This is an optimization exercise on Yosys and OpenROAD, whose aim is small area, not a production implementation. In this exercise RTL edits were held to simulation tests only and were not proved equivalent to the original.

==> flow/design.v (excerpt) <==
module demodulate (
    input  wire               clk,
    input  wire               rst_n,
    input  wire               valid_in,
    input  wire signed [31:0] real_in,
    input  wire signed [31:0] imag_in,
    output reg                valid_out,
    output wire signed [31:0] demod_out
);
Settings: LEC_CHECK=0, ABC_AREA=1, CAP_MARGIN=20, CORE_MARGIN=2, CORE_UTILIZATION=40, CTS_CLUSTER_SIZE=20, SLEW_MARGIN=20; clock period 10.0 ns.
standard.sh (not shown) runs the stock make flow with config.mk's settings and CLKGATE_MAP_FILE= SYNTH_SCRIPT=/design/flow/synth_recipe.tcl, a recipe that flattens the netlist after the stock synthesis.
==> flow/flow/run.sh <==
#!/bin/bash
# Own flow: the standard synthesis, then flow/invopt.py removes inverters around
# full adders and xor gates (a full adder is self-dual), then the standard layout
# of the modified netlist. Registers, their names and cell types are unchanged.
set -euo pipefail
W=$(pwd)
R=$W/orfs/results/$FLOW_PLATFORM/demodulate/base
bash standard.sh synth > "$W/flow_synth.log" 2>&1
cp "$R/1_2_yosys.v" "$W/1_2_yosys.standard.v"
python3 "$W/flow/invopt.py" "$W/1_2_yosys.standard.v" "$W/1_2_yosys.invopt.v" > "$W/flow_invopt.log" 2>&1
cp "$W/1_2_yosys.invopt.v" "$R/1_2_yosys.v"
rm -f "$R/1_synth.odb" "$R/1_synth.sdc"
bash standard.sh > "$W/flow_layout.log" 2>&1
==> flow/flow/invopt.py <==
#!/usr/bin/env python3
"""Remove inverters around full adders and xor gates in a Yosys-written sky130 netlist.

A full adder is self-dual: FA(~a,~b,~c) = (~sum, ~cout), so each full adder may be
'flipped' (fed complemented inputs; its outputs then carry complemented values).
An xor2/xnor2 gate takes its inputs in whichever polarity is at hand and picks
xor2 or xnor2 (same area) to give its output the polarity wanted. Flips are chosen
with greedy moves and simulated annealing (fixed seed) to minimise inverters; then every inverter not driving a port is rebuilt:
at most one inv_1 per signal that some load needs complemented. Registers and all
other cells keep their names, types and connections.
usage: invopt.py in.v out.v [report]
"""
import re, sys, collections

OUT_PINS = {'X', 'Y', 'Q', 'Q_N', 'SUM', 'COUT', 'HI', 'LO'}
src = open(sys.argv[1]).read()
m = re.search(r'^module\s+(\S+)\s*\((.*?)\);', src, re.M | re.S)
body_start = m.end()
endm = src.rindex('endmodule')
body = src[body_start:endm]
cell_re = re.compile(r'^\s*(sky130_fd_sc_hd__\w+)\s+(\S+)\s*\((.*?)\);', re.M | re.S)
pin_re = re.compile(r'\.(\w+)\(([^()]*)\)')
cells = []
first_cell = None
for cm in cell_re.finditer(body):
    if first_cell is None:
        first_cell = cm.start()
    typ, name, conns = cm.group(1), cm.group(2), cm.group(3)
    pins = [[p, n.strip()] for p, n in pin_re.findall(conns)]
    cells.append([typ, name, pins])
decls = body[:first_cell]
rest = body[first_cell:]
if cell_re.sub('', rest).strip():
    sys.stderr.write("unexpected non-cell statements\n")
    sys.exit(2)
ports = set()
for pm in re.finditer(r'^\s*(input|output)\s+(\[\d+:\d+\]\s+)?(\S+);', decls, re.M):
    rng, nm = pm.group(2), pm.group(3)
    if rng:
        hi, lo = map(int, re.findall(r'\d+', rng))
        for k in range(min(hi, lo), max(hi, lo) + 1):
            ports.add(f"{nm}[{k}]")
    ports.add(nm)

def is_inv(t): return re.match(r'sky130_fd_sc_hd__(clk)?inv_\d+$', t) is not None
def is_fa(t): return re.match(r'sky130_fd_sc_hd__fa_\d+$', t) is not None
XT = {'sky130_fd_sc_hd__xor2_1': ('sky130_fd_sc_hd__xnor2_1', 'X', 'Y'),
      'sky130_fd_sc_hd__xnor2_1': ('sky130_fd_sc_hd__xor2_1', 'Y', 'X')}
def is_x(t): return t in XT

driver = {}
for ci, (t, n, pins) in enumerate(cells):
    for p, net in pins:
        if p in OUT_PINS and net:
            driver[net] = (ci, p)
removable = set()
for ci, (t, n, pins) in enumerate(cells):
    if is_inv(t) and dict(pins)['Y'] not in ports:
        removable.add(ci)
memo = {}
def resolve(net):
    if net in memo:
        return memo[net]
    d = driver.get(net)
    if d is not None and d[0] in removable:
        b, par = resolve(dict(cells[d[0]][2])['A'])
        r = (b, par ^ 1)
    else:
        r = (net, 0)
    memo[net] = r
    return r

flex = {}          # cell index -> kind ('fa' or 'x')
for ci, (t, n, pins) in enumerate(cells):
    if is_fa(t): flex[ci] = 'fa'
    elif is_x(t): flex[ci] = 'x'
fixed0 = set()
out_of = {}        # base net -> flexible cell driving it
for ci in flex:
    for p, net in cells[ci][2]:
        if p in OUT_PINS and net:
            out_of[net] = ci
            if net in ports:
                fixed0.add(ci)
loads = []         # [cell, pin index, base, parity]
base_loads = collections.defaultdict(list)
in_bases = collections.defaultdict(list)
for ci, (t, n, pins) in enumerate(cells):
    if ci in removable:
        continue
    for pi, (p, net) in enumerate(pins):
        if p in OUT_PINS or not net or net.startswith("1'b") or net == 'clk':
            continue
        b, par = resolve(net)
        li = len(loads)
        loads.append((ci, pi, b, par))
        base_loads[b].append(li)
        in_bases[ci].append(b)
flip = collections.defaultdict(int)

def phi(b):
    return flip[out_of[b]] if b in out_of else 0
def req(li):
    ci, pi, b, par = loads[li]
    k = flex.get(ci)
    if k == 'x':
        return None
    return par ^ (flip[ci] if k == 'fa' else 0)
def need_inv(b):
    ph = phi(b)
    for li in base_loads[b]:
        r = req(li)
        if r is not None and r != ph:
            return 1
    return 0
def affected(ci):
    s = set(in_bases[ci]) if flex[ci] == 'fa' else set()
    for p, net in cells[ci][2]:
        if p in OUT_PINS and net:
            s.add(net)
    return s
before = sum(need_inv(b) for b in base_loads)
order = [ci for ci in flex if ci not in fixed0]
import random
rng = random.Random(1)
def greedy():
    for it in range(30):
        changed = 0
        for ci in order:
            aff = affected(ci)
            c0 = sum(need_inv(b) for b in aff)
            flip[ci] ^= 1
            c1 = sum(need_inv(b) for b in aff)
            if c1 < c0:
                changed += 1
            else:
                flip[ci] ^= 1
        if not changed:
            break
greedy()
cur = sum(need_inv(b) for b in base_loads)
best = cur
best_flip = dict(flip)
T = 1.0
for step in range(2000000):
    ci = order[rng.randrange(len(order))]
    aff = affected(ci)
    c0 = sum(need_inv(b) for b in aff)
    flip[ci] ^= 1
    c1 = sum(need_inv(b) for b in aff)
    dlt = c1 - c0
    if dlt <= 0 or rng.random() < pow(2.718, -dlt / T):
        cur += dlt
        if cur < best:
            best = cur
            best_flip = dict(flip)
    else:
        flip[ci] ^= 1
    if step % 100000 == 99999:
        T *= 0.8
flip.clear()
flip.update(best_flip)
greedy()
after = sum(need_inv(b) for b in base_loads)
sys.stderr.write(f"inverters: {sum(1 for c in cells if is_inv(c[0]))} in netlist, {len(removable)} removable; "
                 f"needed before {before}, after {after}; flipped {sum(flip[c] for c in flex)} of {len(flex)}\n")
# rebuild
newwires, newcells, inv_of = [], [], {}
k = 0
for b in sorted(base_loads):
    if need_inv(b):
        k += 1
        nn = f"_invopt_n{k}_"
        inv_of[b] = nn
        newwires.append(nn)
        newcells.append(["sky130_fd_sc_hd__inv_1", f"_invopt_c{k}_", [["A", b], ["Y", nn]]])
xdelta = collections.defaultdict(int)
for li, (ci, pi, b, par) in enumerate(loads):
    r = req(li)
    if r is None:          # xor input: take the base as it physically is
        net = b
        xdelta[ci] ^= phi(b) ^ par
    else:
        net = b if r == phi(b) else inv_of[b]
    cells[ci][2][pi][1] = net
for ci, kind in flex.items():
    if kind == 'x' and (xdelta[ci] ^ flip[ci]):
        t = cells[ci][0]
        nt, op, np_ = XT[t]
        cells[ci][0] = nt
        for pin in cells[ci][2]:
            if pin[0] == op:
                pin[0] = np_
def fmt(net):
    return net + ' ' if net.startswith('\\') else net
out = [src[:body_start], decls]
for nn in newwires:
    out.append(f"  wire {nn};\n")
for ci, (t, n, pins) in enumerate(cells):
    if ci in removable:
        continue
    out.append(f"  {t} {n} (\n" + ",\n".join(f"    .{p}({fmt(net)})" for p, net in pins) + "\n  );\n")
for t, n, pins in newcells:
    out.append(f"  {t} {n} (\n" + ",\n".join(f"    .{p}({fmt(net)})" for p, net in pins) + "\n  );\n")
out.append("endmodule\n")
open(sys.argv[2], 'w').write("".join(out))
Change:
Settings changed: CAP_MARGIN 20 to 10, CTS_CLUSTER_DIAMETER from default to 100, CTS_CLUSTER_SIZE 20 to 24, SLEW_MARGIN 20 to 10.
After rerunning:
- core utilization came out lower by 0.51 points
- hold slack improves by 6.9 ps
- via count drops by 0.39%
Change:
Settings changed: CAP_MARGIN 10 to 20, CTS_CLUSTER_DIAMETER 100 to default, CTS_CLUSTER_SIZE 24 to 25, SLEW_MARGIN 10 to 20.
Effect: The new run completed without violations; final area came out higher by 1.1%; routed wire length rose by 0.39%; worst hold slack gets worse by 6.9 ps; maximum frequency is higher by 0.93%; clock-buffer cell count came out higher by 26; clock skew rises by 21 ps; setup slack improved by 81 ps; first-iteration DRC count rises by 1.5%.
Change:
Settings changed: CTS_CLUSTER_DIAMETER from default to 100, CTS_CLUSTER_SIZE 25 to 24.
What happened:
- The changed run completed with no timing, DRC or antenna violations
- utilization went down by 0.46 points
- wire length went down by 0.42%
- setup slack gets worse by 93 ps
- global-route usage hardly moves
- critical path depth went down by 28
- cell count went down by 0.52%
Change:
Settings changed: CTS_CLUSTER_SIZE 24 to 30.
The changed run passed the timing, design-rule and antenna checks.
Fmax is higher slightly.
Global-route usage stays flat.
Synthesized area stays the same.
Non-clock buffer count does not change.
Core utilization is about the same.
Via count barely changes.
Change:
--- a/flow/flow/invopt.py
+++ b/flow/flow/invopt.py
@@ -8 +8 @@
-with greedy moves and simulated annealing (fixed seed) to minimise inverters; then every inverter not driving a port is rebuilt:
+greedily to minimise inverters; then every inverter not driving a port is rebuilt:
@@ -124,8 +124,10 @@
-import random
-rng = random.Random(1)
-def greedy():
-    for it in range(30):
-        changed = 0
-        for ci in order:
-            aff = affected(ci)
-            c0 = sum(need_inv(b) for b in aff)
+for it in range(30):
+    changed = 0
+    for ci in order:
+        aff = affected(ci)
+        c0 = sum(need_inv(b) for b in aff)
+        flip[ci] ^= 1
+        c1 = sum(need_inv(b) for b in aff)
+        if c1 < c0 or (c1 == c0 and it % 2 == 1 and flex[ci] == 'x'):
+            changed += 1 if c1 < c0 else 0
+        else:
@@ -133,31 +135,2 @@
-            c1 = sum(need_inv(b) for b in aff)
-            if c1 < c0:
-                changed += 1
-            else:
-                flip[ci] ^= 1
-        if not changed:
-            break
-greedy()
-cur = sum(need_inv(b) for b in base_loads)
-best = cur
-best_flip = dict(flip)
-T = 1.0
-for step in range(2000000):
-    ci = order[rng.randrange(len(order))]
-    aff = affected(ci)
-    c0 = sum(need_inv(b) for b in aff)
-    flip[ci] ^= 1
-    c1 = sum(need_inv(b) for b in aff)
-    dlt = c1 - c0
-    if dlt <= 0 or rng.random() < pow(2.718, -dlt / T):
-        cur += dlt
-        if cur < best:
-            best = cur
-            best_flip = dict(flip)
-    else:
-        flip[ci] ^= 1
-    if step % 100000 == 99999:
-        T *= 0.8
-flip.clear()
-flip.update(best_flip)
-greedy()
+    if not changed:
+        break
Settings changed: CTS_CLUSTER_DIAMETER 100 to default, CTS_CLUSTER_SIZE 30 to default.
Result: Die area came out higher slightly; design area came out higher by a few percent; worst setup slack got worse by 88 ps; synthesized cell count came out higher by a few percent.

## port drivers added, routing unchanged
In the flow no input, the clock included, has a driving cell. The finished layouts below were timed again as built, in two steps.
Step 1 assumes that a clkbuf_16 drives the clock port and a buf_2 every other input.
Step 2 adds t to the input delays and takes it off the output delays; t is the mean of the earliest and latest rising clock arrival at the registers after step 1. Input paths then give back, and output paths get back, about the clock's delay inside the block.
Three values: no drivers, after step 1, after step 2; two values: the first two.
| run | t (ns) | setup slack, ns | pins driven straight from the clock port |
|---|---|---|---|
| the first run | 0.671 | 1.187 / 1.225 / 0.554 | 1 |
| the second run | 0.611 | 1.130 / 1.173 / 0.562 | 1 |
| the third run | 0.669 | 1.211 / 1.211 / 0.585 | 1 |
| the fourth run | 0.611 | 1.118 / 1.162 / 0.550 | 1 |
| the fifth run | 0.604 | 1.176 / 1.206 / 0.616 | 1 |
| the sixth run | 0.670 | 1.088 / 1.088 / 0.755 | 1 |
After both steps setup and hold are still met in every run listed. The setup slack of the first run, which loses most, moves by +0.038 ns with the drivers and by -0.633 ns with both steps.
